This design comes from an exercise in tuning for small area on the open sky130 flow, not from production work.
The RTL was checked by simulation tests, not by an equivalence proof against the original design.
Power figures rest on the tool's default switching activity, not on a simulated workload.

==> flow/design.v <==
module sync_fifo_sp#( 
	parameter W_WIDTH = 32,
	parameter R_WIDTH = 8 ,
	parameter DEPTH = 24
)(
	input						clk		,
	input						rst_n	,
	input						wr_en	,
	input		[W_WIDTH -1:0] 	din		,
	input						rd_en	,
	output  reg	[R_WIDTH -1:0]	dout	,
	output						wfull	,
	output						rempty	,
	output	reg [$clog2(DEPTH) :0]	fifo_cnt
);
localparam AW = $clog2(DEPTH);
reg [AW -1:0] w_ptr;
reg [AW -1:0] r_ptr;
generate 
if(W_WIDTH > R_WIDTH) begin  
	localparam SP_CNT = W_WIDTH/R_WIDTH ;
	reg [W_WIDTH -1:0] mem[0: DEPTH];
	reg  rd_flag;
	reg [$clog2(SP_CNT) -1:0] r_cnt;
	wire [W_WIDTH -1:0] mem_out;
	reg [W_WIDTH -1:0] shift_reg;
	reg [W_WIDTH -1:0] shift_q;
	always@(posedge clk or negedge rst_n) begin
		if(~rst_n)
			w_ptr <= 'd0;
		else if(wr_en && !wfull && w_ptr == DEPTH -1)
			w_ptr <= 'd0;
		else if(wr_en && !wfull)
			w_ptr <= w_ptr +1;
	end
	always@(posedge clk) begin
		if(wr_en && !wfull)
			mem[w_ptr] <= din;
	end
	always@(posedge clk or negedge rst_n) begin
		if(~rst_n)
			rd_flag <= 1'b0;
		else if(rd_en && !rempty && !(rd_flag && r_cnt == SP_CNT -1 && fifo_cnt == 1))
			rd_flag <= 1'b1;
		else if(rd_flag && r_cnt == SP_CNT -1)
			rd_flag <= 1'b0;	
	end
	always@(posedge clk or negedge rst_n) begin
		if(~rst_n)
			r_cnt <= 'd0;
		else if(rd_flag && r_cnt == SP_CNT -1)
			r_cnt <= 'd0;
		else if(rd_flag)
			r_cnt <= r_cnt +1;
	end
	always@(posedge clk or negedge rst_n) begin
		if(~rst_n)
			r_ptr <= 'd0;
		else if(rd_flag && r_cnt == SP_CNT -1 && r_ptr == DEPTH -1)
			r_ptr <= 'd0;
		else if(rd_flag && r_cnt == SP_CNT -1)
			r_ptr <= r_ptr +1;
	end
	assign mem_out = mem[r_ptr];
	always@(*) begin
		if(rd_flag && r_cnt==0) 
			shift_reg = mem_out;
		else
			shift_reg = shift_q;
	end
	always@(posedge clk or negedge rst_n) begin
		if(~rst_n)
			shift_q <= 'd0;
		else if(rd_flag)
			shift_q <= {{R_WIDTH{1'b0}}, shift_reg[W_WIDTH-1: R_WIDTH]};
	end
	always@(*) begin
		dout = shift_reg[R_WIDTH -1:0];
	end 
	always@(posedge clk or negedge rst_n) begin
		if(~rst_n)
			fifo_cnt <= 'd0;
		else if(wr_en && !wfull && rd_flag && r_cnt == SP_CNT -1 && !rempty)
			fifo_cnt <= fifo_cnt;
		else if(wr_en && !wfull)
			fifo_cnt <= fifo_cnt +1;
		else if(rd_flag && r_cnt == SP_CNT -1 && !rempty)
			fifo_cnt <= fifo_cnt -1;
	end
end
else if(W_WIDTH > R_WIDTH) begin  
	localparam SP_CNT = R_WIDTH/W_WIDTH ;
	reg [R_WIDTH -1:0] mem[0: DEPTH];
	reg wr_flag;
	reg [R_WIDTH -1:0] shift_reg;
	reg [$clog2(SP_CNT) -1:0] w_cnt;
	always@(posedge clk or negedge rst_n) begin
		if(~rst_n)
			w_cnt <= 'd0;
		else if(wr_en && w_cnt == SP_CNT -1 && !wfull)
			w_cnt <= 'd0;
		else if(wr_en && !wfull)
			w_cnt <= w_cnt +1;
	end
	always@(posedge clk or negedge rst_n) begin
		if(~rst_n)
			shift_reg <= 'd0;
		else if(wr_en && !wfull)
			shift_reg <= {shift_reg[R_WIDTH-W_WIDTH-1: 0] , din};
	end
	always@(posedge clk or negedge rst_n) begin
		if(~rst_n)
			wr_flag <= 1'b0;
		else if(wr_en && w_cnt == SP_CNT -1 && !wfull)
			wr_flag <= 1'b1;
		else
			wr_flag <= 1'b0;
	end
	always@(posedge clk or negedge rst_n) begin
		if(~rst_n)
			w_ptr <= 'd0;
		else if(wr_flag && !wfull && w_ptr == DEPTH -1)
			w_ptr <= 'd0;
		else if(wr_flag && !wfull)
			w_ptr <= w_ptr +1;
	end
	always@(posedge clk or negedge rst_n) begin
		if(~rst_n)
			r_ptr <= 'd0;
		else if(rd_en && !rempty && r_ptr == DEPTH -1)
			r_ptr <= 'd0;
		else if(rd_en && !rempty)
			r_ptr <= r_ptr +1;
	end
	always@(posedge clk) begin
		if(wr_flag && !wfull)
			mem[w_ptr] <= shift_reg;
	end
	always@(posedge clk) begin
		if(rd_en && !rempty)
			dout <= mem[r_ptr];
	end
	always@(posedge clk or negedge rst_n) begin
		if(~rst_n)
			fifo_cnt <= 'd0;
		else if(wr_flag && !wfull && rd_en && !rempty)
			fifo_cnt <= fifo_cnt;
		else if(wr_flag && !wfull)
			fifo_cnt <= fifo_cnt + 1;
		else if(rd_en && !rempty)
			fifo_cnt <= fifo_cnt -1;
	end
end
else begin
reg [W_WIDTH -1:0] mem[0: DEPTH];
always@(posedge clk or negedge rst_n) begin
	if(~rst_n) begin
		w_ptr <= 'd0;
		r_ptr <= 'd0;
	end
	else begin
		if(wr_en && !wfull && w_ptr == DEPTH -1)
			w_ptr <= 'd0;
		else if(wr_en && !wfull)
			w_ptr <= w_ptr + 1;
		if(rd_en && !rempty && r_ptr == DEPTH -1)	
			r_ptr <= 'd0;
		else if(rd_en && !rempty)
			r_ptr <= r_ptr + 1;
	end
end
always@(posedge clk or negedge rst_n) begin
	if(rst_n && wr_en && !wfull)
		mem[w_ptr] <= din;
end
always@(posedge clk or negedge rst_n) begin
	if(~rst_n)
		dout <= 'd0;
	if(rd_en && !rempty)
		dout <= mem[r_ptr];
end
always @(posedge clk or negedge rst_n) begin
	if(~rst_n)
		fifo_cnt <= 'd0;
	else if(wr_en && !wfull && rd_en && !rempty)
		fifo_cnt <= fifo_cnt;
	else if(wr_en && !wfull)
		fifo_cnt <= fifo_cnt+1;
	else if(rd_en && !rempty)
		fifo_cnt <= fifo_cnt -1;
end
end
endgenerate
assign wfull = fifo_cnt == DEPTH;
assign rempty = fifo_cnt == 0;
endmodule
==> flow/run.sh <==
#!/bin/bash
# synth_recipe.tcl (not shown) runs the flow's synth.tcl, then flattens the netlist and writes it again
# the make line also repeats each setting of config.mk as NAME=value (left out here)
make -C /OpenROAD-flow-scripts/flow DESIGN_CONFIG=/design/flow/config.mk WORK_HOME=/design/flow/orfs CLKGATE_MAP_FILE= SYNTH_SCRIPT=/design/flow/synth_recipe.tcl finish
==> flow/config.mk <==
export PLATFORM = sky130hd
export DESIGN_NAME = sync_fifo_sp
export DESIGN_NICKNAME = sync_fifo_sp
export VERILOG_FILES = /design/flow/design.v
export SDC_FILE = /design/flow/constraint.sdc
export NUM_CORES = 4
export LEC_CHECK = 0
export CAP_MARGIN = 20
export CORE_MARGIN = 2
export CORE_UTILIZATION = 40
export PLACE_DENSITY = 0.6
export SLEW_MARGIN = 20
==> flow/constraint.sdc <==
create_clock -name core_clock -period 5.0 [get_ports {clk}]
set_input_delay 1.0000 -clock core_clock [delete_from_list [all_inputs] [get_ports {clk}]]
set_output_delay 1.0000 -clock core_clock [all_outputs]
set_load 0.01 [all_outputs]
==> run_results.csv <==
group,metric,value,unit
outcome,status,"timing/DRC/antenna clean",
drt,drc_errors,0,
clock_tree,hold_buffers,0,
synth,synth_fp_nets,1750,
critical_path,cp.required,4.00,ns
cells_and_area,final_nets,1842,
drt,vias,16486,
floorplan,start_util,0.403,
global_route,grt_max_degree,100,
power_and_ir_drop,vdd_drop_max,418,uV
sta,holdWs,0.237,ns
placed_design,dp_hpwl,46100,um
cells_and_area,final_common_cell,"edfxtp_1",
power_and_ir_drop,p_int,0.0144,W
placed_design,post_dp_cell_area,0.0350,mm2
clock_tree,cts_resized,0,
drt,totalWireLength,78700,um
global_route,grt_pass1_wl,115000,um
cells_and_area,final_cell_mix,"800 x edfxtp_1, 157 x mux2i_1, 103 x mux4_2",
sta,post-route-min-period,4.63,ns
power_and_ir_drop,p_leak,12.2,nW
cells_and_area,syn_to_final_growth,14.6,%
sta,rsz0062_at_grt,"no",
global_route,grt-ovfl-total,0,
drt,wl_met3,4700,um
critical_path,worstReg2RegStart,"r_ptr[0]",
sta,drv_slew,0,
sta,setup_viol,0,
power_and_ir_drop,pwr-share-comb,0.280,
sta,hold_viol_final,0,
floorplan,core_area,0.0818,mm2
synth,synth_top_flop_cell,"edfxtp_1",
power_and_ir_drop,p_sw,0.00658,W
clock_tree,htree_levels,3,
clock_tree,clk_latency,0.64,ns
sta,finalClockSkew,0.0390,ns
power_and_ir_drop,power.total,0.0210,W
global_route,grt_pass1_vias,16998,
drt,drtPass1Iterations,5,
drt,dr_wl_met2,37900,um
drt,top_layer,"met5",
power_and_ir_drop,clockPowerShare,0.302,
drt,detail_route.wl_per_cell,26.8,um
floorplan,die_x,291,um
synth,syn-cell-area,0.0330,mm2
synth,async_flop_share,0.0510,
critical_path,ff2ff_path_depth,6,
floorplan,die_h,291,um
critical_path,critPathKind,"flop to output port",
critical_path,setup.worst_path.start_class,"flop",
synth,ys_ff_latch,843,
critical_path,crit_arrival,3.63,ns
sta,relSlewSlack,0.266,
job,cap_violations,0,
hold_path,hold_path.class,"input pin to asynchronous set/reset pin",
critical_path,cp-end-kind,"output port",
synth,synth-edff-count,800,
clock_tree,root_buffer,"clkbuf_16",
floorplan,design.die.area,0.0848,mm2
global_route,grt_usage,0.186,
sta,setup_ws,0.371,ns
synth,ys_warn_count,1,
power_and_ir_drop,power.density,555,mW/mm2
clock_tree,post_cts.repair.setup_buffers,0,
critical_path,worstReg2RegEnd,"genblk1.shift_q[2]",
placed_design,routabilityCongestion,0.802,
drt,wl_met1,34000,um
clock_tree,cts_made_buffers,86,
drt,drt-initial-drc-count,1498,
drt,ant_nets,0,
critical_path,worst-path-max-fanout,33,
power_and_ir_drop,power_frac_seq,0.419,
sta,period_share,0.926,
synth,synthCells,1704,
synth,synth.distinct_cells,56,
power_and_ir_drop,sw_frac_of_total,0.314,
sta,fmax,216,MHz
clock_tree,cts_num_sinks,843,
clock_tree,tritoncts,"built",
global_route,antenna_found_initial,2,
synth,ys_seq_area_frac,0.760,
cells_and_area,final_layout_size_suffix_gt1_frac,0.203,
placed_design,pre_cts_slack,1.01,ns
sta,tns,0,ns
sta,tightest_slew,1.10,ns
critical_path,rrSetupSlack,1.32,ns
cells_and_area,postLayoutCellArea,0.0378,mm2
drt,via_per_inst,5.61,
synth,avgSynthCellArea,19.4,um2
clock_tree,clk_path_buf_depth,3,
clock_tree,clk_pin_slew_worst_paths,0.06,ns
cells_and_area,insertedDiodeCount,0,
floorplan,rows,105,
placed_design,io_buffers,51,
floorplan,ios,52,
[Yosys cell counts (7+ instances only)]
cell         n  area, um2
mux2_2      30        338
nand2_1    100        375
nor2b_1      7       43.8
nor2_1      52        195
inv_1        7       26.3
a31oi_1     15       93.8
edfxtp_1   800      24000
a221oi_2    12        180
mux4_2     103       2320
a21oi_1     24        120
mux2i_1    157       1570
a2111oi_2    7        105
a22o_1      33        289
buf_2       27        135
o221ai_1    17        149
buf_6       15        169
o22ai_1     32        200
xnor2_1      7       61.3
and2_1       9       56.3
dfrtp_1     43       1080
a211oi_1    18        135
clkbuf_1    36        135
a21o_1       9       67.6
o21ai_0     18       90.1
a22oi_1     17        128
nor4_1      10       62.6
ha_1        10        125
o2bb2ai_1    8       70.1
buf_4       16        120
a221o_1      7       70.1
[stage by stage]
step           utilization  instances
6_report             0.462       2939
5_1_grt              0.462       2939
4_1_cts              0.462       2938
3_5_place_dp         0.428       2777
3_3_place_gp         0.428       2777
2_1_floorplan            -       1704
[power by group through the flow]
| stage | clock network [W] | logic, W | registers [W] |
|---|---|---|---|
| 2_1_floorplan | 0 | 0.00431 | 0.00858 |
| 3_3_place_gp | 0 | 0.00584 | 0.00890 |
| 3_5_place_dp | 0 | 0.00589 | 0.00893 |
| 4_1_cts | 0.00644 | 0.00591 | 0.00878 |
| 5_1_grt | 0.00673 | 0.00627 | 0.00883 |
| 6_report | 0.00633 | 0.00586 | 0.00878 |
[state kept, by name, summed over array words and instances (netlist names)]
| signal | flops |
|---|---|
| fifo_cnt | 6 |
| genblk1.shift_q | 24 |
| r_ptr | 5 |
| genblk1.r_cnt | 2 |
| genblk1.mem | 800 |
| genblk1.rd_flag | 1 |
| w_ptr | 5 |
[worst max-delay path, stage by stage, from the launching register on]
cell	delay [ns]
dfrtp_4	0.70
nor2b_2	0.50
nand2b_1	0.45
o221ai_1	0.32
a211oi_1	0.09
a21oi_1	0.31
clkdlybuf4s50_1	0.61
[final cells by class]
type | instances | area (um2)
Clock buffer | 114 | 2350
Multi-Input combinational cell | 748 | 7410
Inverter | 8 | 30.0
Fill cell | 6786 | 44000
Timing Repair Buffer | 109 | 1110
Sequential cell | 843 | 25100
Clock inverter | 47 | 469
Tap cell | 1070 | 1340
[cell families (layout without fill, tap and decap cells)]
logic type | after synthesis | after routing | share of synthesized area
compound gates | 232 | 232 | 0.0551
xor+xnor | 9 | 9 | 0.00262
fa+ha+maj | 10 | 10 | 0.00379
buf+inv | 113 | 278 | 0.0218
flops | 843 | 843 | 0.760
mux | 290 | 290 | 0.128
simple gates | 207 | 207 | 0.0281
[routing by layer]
metal	vias to the layer above	GRT usage
met1	8706	0.260
met5	-	0
met3	112	0.0270
met2	530	0.300
met4	4	0.0600
li1	7134	-
[how the worst max path moves through the flow]
stage / endpoint / cells after the start / startpoint
3_5_place_dp: dout[7] / 6 / r_ptr[1]
4_1_cts: dout[7] / 6 / r_ptr[1]
2_1_floorplan: genblk1.mem[16][0] / 7 / fifo_cnt[0]
5_1_grt: dout[7] / 6 / r_ptr[1]
6_report: dout[7] / 6 / r_ptr[1]
3_3_place_gp: dout[7] / 6 / r_ptr[1]

## afterwards: timing with drivers on the ports
Ports are ideal in the flow. The routed layout listed here was re-timed in OpenROAD.
Step 1: set_driving_cell puts a clkbuf_16 on clk and a buf_2 on each other input, an assumption about the parent block.
Step 2 adds t to the input delays and takes it off the output delays; t is the mean of the earliest and latest rising clock arrival at the registers after step 1. Input paths then give back, and output paths get back, about the clock's delay inside the block.
Slacks: ideal ports / drivers / drivers and shift; pairs: ideal ports / drivers.
t, ns: 0.684
setup WS [ns]: 0.371 / 0.303 / 0.987
hold slack, ns: 0.237 / 0.200 / 0.534
clock arrival spread, ns: 0.040 / 0.041
After both steps this run still meets setup and hold. The setup slack of this run moves by -0.068 ns with the drivers and by +0.616 ns with both steps.
